From an optimization exercise on the open Yosys and OpenROAD flow, aimed at small area and a short achievable clock period; shortcuts taken in it are not production practice. RTL that was checked went through simulation tests only; none was proved equivalent to the original. Power is estimated from default activity; no workload was simulated.

Setup of run a:
// alu16_reg
module alu16_reg (
    input             clk,
    input      [15:0] valA,
    input      [15:0] valB,
    input      [ 3:0] aluop,
    input             shift_Dir,
    input             rotator_Dir,
    input             sub,
    output reg [ 3:0] cc,
    output reg [15:0] result
);
Size: about 1,100 cells after synthesis, ~58 flip-flops, ~60 I/O pins, ~7800 um2 of cells after synthesis.
clock: 8.5 ns
lec_check: 0
abc_area: 1
cap_margin: 20
core_margin: 2
core_utilization: 40
cts_buf_list: sky130_fd_sc_hd__clkbuf_4 sky130_fd_sc_hd__clkbuf_8
setup_slack_margin: 2
slew_margin: 20
standard.sh (not shown) runs the stock make flow with config.mk's settings and CLKGATE_MAP_FILE= SYNTH_SCRIPT=/design/flow/synth_recipe.tcl, a recipe that flattens the netlist after the stock synthesis.
==> flow/flow/run.sh <==
#!/bin/bash
set -euo pipefail
W=$PWD
rm -rf "$W/scripts_amap"
cp -r "$FLOW_HOME/scripts" "$W/scripts_amap"
cp "$W/flow/abc_area.script" "$W/scripts_amap/abc_area.script"
bash "$W/standard.sh" "SCRIPTS_DIR=$W/scripts_amap" synth > "$W/synth.log" 2>&1
bash "$W/standard.sh" "BUFFER_PORTS_ARGS=-buffer_cell sky130_fd_sc_hd__buf_1" finish > "$W/layout.log" 2>&1
==> flow/flow/abc_area.script <==
strash
dch
map -D 3000
topo
stime -c
buffer -c
upsize -c
dnsize -c
--- input diff run a..run b ---
- swapping 2 for 3 in SETUP_SLACK_MARGIN
==> flow/flow/abc_area.script <==
strash
dch
amap
topo
stime -c
buffer -c
upsize -c
dnsize -c
## What came out
- Summary: with run a as the reference, area of the core region in run b moved down by a few percent.
- Run b: synthesized netlist cell count lower than run a
- Run b ended with every stage complete and zero timing, DRC or antenna violations.
- Run b vs run a: per-instance average area after synthesis up in run b
- Against run a, run b comes in 330 um2 lower on cell area after technology mapping.
- Run b vs run a, floorplan die area went down by 4.2%.
- The number of cells on the critical path of run b is higher than that of run a.
- Run b against run a: share of the final layout cell area in sequential cells moved down, utilization of the core after routing picked up an extra 5.7 points, count of state elements after synthesis about even.
No functional check of the RTL was part of any run of this note.

---

Setup of exp/maple:
alu16_reg, a different RTL version from the one above (not shown whole).
Size in the first run: about 920 cells after synthesis, roughly 58 flip-flops, about 6600 µm² of cells after synthesis.
==> flow/config.mk <==
export PLATFORM = sky130hd
export DESIGN_NAME = alu16_reg
export DESIGN_NICKNAME = alu16_reg
export VERILOG_FILES = /design/flow/design.v
export SDC_FILE = /design/flow/constraint.sdc
export NUM_CORES = 4
export LEC_CHECK = 0
export ABC_AREA = 1
export CAP_MARGIN = 20
export CORE_MARGIN = 2
export CORE_UTILIZATION = 40
export CTS_BUF_LIST = sky130_fd_sc_hd__clkbuf_4 sky130_fd_sc_hd__clkbuf_8
export SETUP_SLACK_MARGIN = 2
export SLEW_MARGIN = 20
==> flow/constraint.sdc <==
create_clock -name core_clock -period 8.5 [get_ports {clk}]
set_input_delay 1.7000 -clock core_clock [delete_from_list [all_inputs] [get_ports {clk}]]
set_output_delay 1.7000 -clock core_clock [all_outputs]
set_load 0.01 [all_outputs]
==> flow/flow/abc_area.script <==
strash
dch
amap
topo
stime -c
buffer -c
upsize -c
dnsize -c
Scripts as last shown in full above: flow/flow/run.sh
exp/maple was carried through to the last stage, and its layout satisfied the timing, DRC and antenna checks.
### exp/maple -> exp/lagoon
- SETUP_SLACK_MARGIN: 2 -> 2.6
==> flow/flow/abc_area.script <==
strash
dch
amap
topo
stime -c
Findings:
Having completed the whole flow, exp/lagoon delivered a layout that passed the timing, DRC and antenna checks. Compared with exp/maple, in exp/lagoon time the worst path needs with I/O delays and setup lost 0.35 ns, post-synthesis cell type count lower. On relative slew slack, exp/maple loses to exp/lagoon. In terms of effective utilization at floorplan, exp/lagoon and exp/maple differ only marginally. Cmp exp/maple and exp/lagoon / final weighted congestion of routability-driven global placement / lower: exp/lagoon. Summary of exp/lagoon over exp/maple: non-clock buffer count has increased; proportion of power drawn by flip-flops and latches has decreased; worst hold-check slack +0.014 ns; final clock period utilization by the worst path down 4.2 points; area of the core region fell 690 µm². Looking at proportion of power drawn by the clock network, exp/lagoon sits 1.1 points lower than exp/maple does.
Input changes introduced in exp/onyx (baseline for comparison: exp/lagoon):
- a change of SETUP_SLACK_MARGIN from 2.6 to 3
==> flow/flow/abc_area.script <==
strash
dch
amap
topo
stime -c
buffer -c
upsize -c
dnsize -c
==> comparison <==
- Higher register area share after synthesis was reported by exp/lagoon, not exp/onyx.
- Global-route usage, exp/onyx and exp/lagoon: higher on exp/lagoon
- Relative to exp/lagoon, proportion of power drawn by flip-flops and latches increased by 1.5 points in exp/onyx.
- Diff exp/onyx and exp/lagoon: cell area reported after detailed placement lower in exp/lagoon
- Number of unique standard cell types used by synthesis (lower): exp/lagoon
- Delay of the slowest cell on the worst path, exp/onyx and exp/lagoon, lower one = exp/lagoon.
- Gate count of the mapped netlist is lower on exp/lagoon
- Y dimension of the die: exp/onyx vs exp/lagoon up 2.9 µm
- exp/onyx does worse than exp/lagoon on worst hold slack.
No functional check of the RTL was part of any run of this note.

---

## build 72
alu16_reg, a different RTL version from the one above (not shown whole).
Size: ~980 cells after synthesis, ~58 flip-flops, ~7100 um2 of cells after synthesis.
export LEC_CHECK = 0
export ABC_AREA = 1
export CAP_MARGIN = 20
export CORE_MARGIN = 2
export CORE_UTILIZATION = 65
export CTS_BUF_LIST = sky130_fd_sc_hd__clkbuf_4 sky130_fd_sc_hd__clkbuf_8
export PLACE_DENSITY = 0.75
export SETUP_SLACK_MARGIN = 3
export SLEW_MARGIN = 20
create_clock -name core_clock -period 8.5 [get_ports {clk}]
==> flow/flow/abc_area.script <==
strash
dch
amap
topo
stime -c
buffer -c
upsize -c
dnsize -c
Scripts as last shown in full above: flow/flow/run.sh
In summary, build 72 completed successfully, with a layout that passed the timing, DRC and antenna checks.
Inputs modified between build 72 and build 42:
Settings: PLACE_DENSITY: 0.75 -> unset; CORE_UTILIZATION: 65 -> 40; SETUP_SLACK_MARGIN: 3 -> 2.
--- a/flow/flow/abc_area.script
+++ b/flow/flow/abc_area.script
@@ -3 +3 @@
-amap
+map -D 3000
[summary]
met3 global-route usage in build 42 is 13 points lower than in build 72
Build 42 supports a lower top clock frequency than build 72.
Build 42: proportion of cell area occupied by registers higher than build 72
Build 42 does worse than build 72 on standard cell core area.
Relative to build 42, the following input files were edited for build 63:
--- a/flow/flow/abc_area.script
+++ b/flow/flow/abc_area.script
@@ -3 +3 @@
-map -D 3000
+amap
==> comparison <==
- Build 63: PASS, flow complete, no timing, DRC or antenna violations
- Diff build 42 -> build 63: global-route usage moved up; sequential fraction of total cell area moved up.
- Build 63 does worse than build 42 on setup slack.
- Delta(core utilization, build 63 - build 42) > 0
- Route | build 63 vs build 42 | wire longer in build 63
The following lists how build 28 was set up differently from build 63:
Settings: CTS_BUF_LIST removed (was sky130_fd_sc_hd__clkbuf_4 sky130_fd_sc_hd__clkbuf_8); SETUP_SLACK_MARGIN changed from 2 to 2.5.
==> flow/run.sh (new file) <==
#!/bin/bash
# synth_recipe.tcl (not shown) runs the flow's synth.tcl, then flattens the netlist and writes it again
# the make line also repeats each setting of config.mk as NAME=value (left out here)
make -C /OpenROAD-flow-scripts/flow DESIGN_CONFIG=/design/flow/config.mk WORK_HOME=/design/flow/orfs CLKGATE_MAP_FILE= SYNTH_SCRIPT=/design/flow/synth_recipe.tcl finish
removed: flow/flow/run.sh
removed: flow/flow/abc_area.script
removed: flow/standard.sh
Results
- Build 28 vs build 63, most common cell after layout, fill and taps aside: nand2_1 vs nor2_1
- Setup slack: build 28 more than build 63
- Compare build 63 and build 28 | number of buffer and inverter stages on the critical path higher: build 28
- Compared with build 63, build 28 shows a lower vias per cell.
- Taking build 63 as the reference point, the iteration count of the initial detailed-routing pass of build 28 rises by 1.
- Looking at total power of the final layout, build 28 sits above build 63.
> inputs changed (build 28 -> build 5)
Settings: setting CTS_BUF_LIST to sky130_fd_sc_hd__clkbuf_4 sky130_fd_sc_hd__clkbuf_8 for the first time; removing SETUP_SLACK_MARGIN (formerly 2.5).
## What came out
- Result for build 5 and build 28: all clean
- Build 5 against build 28: final area went down, hold slack now sits higher.
- Fill cell total of the finished layout (higher): build 5
- | count of inverters not on the clock network in the layout | build 5 vs build 28 | 1 lower |
- Summary of build 5 over build 28: clock share of power dropped 3.7 points; worst endpoint required time climbed 0.03 ns; wire length barely changed.
- Summary — share of power burned in combinational logic, build 5 relative to build 28: higher, by 3.1 points.

---

== lane 1 ==
alu16_reg with an RTL version that a note above also has.
Size: ~920 cells after synthesis, roughly 60 I/O pins, ~6600 µm² of cells after synthesis.
Settings: LEC_CHECK=0, ABC_AREA=1, CAP_MARGIN=20, CORE_MARGIN=2, CORE_UTILIZATION=40, CTS_BUF_LIST=sky130_fd_sc_hd__clkbuf_2 sky130_fd_sc_hd__clkbuf_4, SETUP_SLACK_MARGIN=2, SLEW_MARGIN=20; clock period 8.5 ns.
==> flow/flow/run.sh <==
#!/bin/bash
set -euo pipefail
W=$PWD
rm -rf "$W/scripts_amap"
cp -r "$FLOW_HOME/scripts" "$W/scripts_amap"
cp "$W/flow/abc_area.script" "$W/scripts_amap/abc_area.script"
bash "$W/standard.sh" "SCRIPTS_DIR=$W/scripts_amap" synth > "$W/synth.log" 2>&1
bash "$W/standard.sh" "BUFFER_PORTS_ARGS=-buffer_cell sky130_fd_sc_hd__buf_1" finish > "$W/layout.log" 2>&1
==> flow/flow/abc_area.script <==
strash
dch
amap
topo
stime -c
buffer -c
upsize -c
dnsize -c
--- input diff lane 1..lane 2 ---
# lane 1
export LEC_CHECK = 0
export ABC_AREA = 1
export CAP_MARGIN = 20
export CORE_MARGIN = 2
export CORE_UTILIZATION = 40
export CTS_BUF_LIST = sky130_fd_sc_hd__clkbuf_2 sky130_fd_sc_hd__clkbuf_4
export SETUP_SLACK_MARGIN = 2
export SLEW_MARGIN = 20
create_clock -name core_clock -period 8.5 [get_ports {clk}]
# lane 2
export LEC_CHECK = 0
export ABC_AREA = 1
export CAP_MARGIN = 20
export CORE_MARGIN = 2
export CORE_UTILIZATION = 40
export CTS_BUF_LIST = sky130_fd_sc_hd__clkbuf_4 sky130_fd_sc_hd__clkbuf_8
export SETUP_SLACK_MARGIN = 2
export SLEW_MARGIN = 20
create_clock -name core_clock -period 8.5 [get_ports {clk}]
==> flow/flow/abc_area.script <==
strash
dch
amap
topo
stime -c
[summary]
Taking lane 1 as the reference, in lane 2 cell count did not really move, share of the cycle needed by the critical path after routing went down. Across both runs, critical path depth was higher for lane 2 than for lane 1. Relative to lane 1, the count of plain and timing-repair buffers in the layout measured on lane 2 has increased by more than 10%. Looking only at post-place instance area, and setting everything else aside, the lower value of lane 2 and lane 1 goes to lane 2. Going from lane 1 to lane 2, the count of mapped cells out of synthesis was found to have gone down by 6.9%. Cmp lane 2 vs lane 1: combinational cell fraction of total power lower in lane 2. On unique cell type count in the Yosys netlist, the higher figure sits with lane 1, not lane 2. Lane 2 vs lane 1: reported leakage power down in lane 2.
Input changes introduced in lane 3 (baseline for comparison: lane 2):
==> flow/flow/abc_area.script <==
strash
dch
map -D 3000
topo
stime -c
==> comparison <==
- Compared with lane 2, in lane 3 distinct cell type count of the synthesized netlist saw a decrease; pin count of the biggest net entering global routing +18%.
- Taking lane 2 as the reference, in lane 3 core occupancy in the finished layout went down; layout overhead on the synthesized area lost 3.6 points.
- Timing, DRC, antenna: 0 failures across lane 3 and lane 2
No functional check of the RTL was part of any run of this note.

-- port drivers added, routing unchanged --
Ports are ideal in the flow. The routed layouts listed here were re-timed in OpenROAD.
Step 1, drivers: a clkbuf_16 drives clk and a buf_2 each remaining input, both assumed.
Step 2 adds t to the input delays and takes it off the output delays; t is the mean of the earliest and latest rising clock arrival at the registers after step 1. Input paths then give back, and output paths get back, about the clock's delay inside the block.
Three values: no drivers, after step 1, after step 2; two values: the first two.
| run | t, ns | setup slack, ns | worst hold slack (ns) | worst setup path at the end | clock arrival spread, ns |
|---|---|---|---|---|---|
| run a | 0.413 | 2.445 / 2.445 / 2.445 | 0.629 / 0.629 / 0.629 | register to register | 0.026 / 0.026 |
| run b | 0.415 | 2.865 / 2.865 / 2.865 | 0.587 / 0.587 / 0.587 | register to register | 0.023 / 0.023 |
| exp/maple | 0.400 | 2.330 / 2.330 / 2.330 | 0.527 / 0.527 / 0.527 | register to register | 0.013 / 0.013 |
| exp/lagoon | 0.397 | 2.684 / 2.684 / 2.684 | 0.541 / 0.541 / 0.541 | register to register | 0.008 / 0.008 |
| exp/onyx | 0.402 | 2.612 / 2.612 / 2.612 | 0.516 / 0.516 / 0.516 | register to register | 0.022 / 0.022 |
| build 72 | 0.410 | 2.906 / 2.906 / 2.906 | 0.518 / 0.518 / 0.518 | register to register | 0.011 / 0.011 |
| build 42 | 0.406 | 2.605 / 2.605 / 2.605 | 0.559 / 0.559 / 0.559 | register to register | 0.013 / 0.013 |
| build 63 | 0.417 | 2.450 / 2.450 / 2.450 | 0.512 / 0.512 / 0.512 | register to register | 0.023 / 0.022 |
| build 28 | 0.392 | 2.879 / 2.879 / 2.879 | 0.692 / 0.692 / 0.692 | register to register | 0.012 / 0.011 |
| build 5 | 0.415 | 2.294 / 2.294 / 2.294 | 0.696 / 0.696 / 0.696 | register to register | 0.019 / 0.020 |
| lane 1 | 0.477 | 2.321 / 2.321 / 2.321 | 0.533 / 0.533 / 0.533 | register to register | 0.016 / 0.015 |
| lane 2 | 0.419 | 2.423 / 2.423 / 2.423 | 0.484 / 0.484 / 0.484 | register to register | 0.028 / 0.028 |
| lane 3 | 0.419 | 2.463 / 2.463 / 2.463 | 0.685 / 0.685 / 0.685 | register to register | 0.025 / 0.024 |
After both steps setup and hold are still met in every run listed.
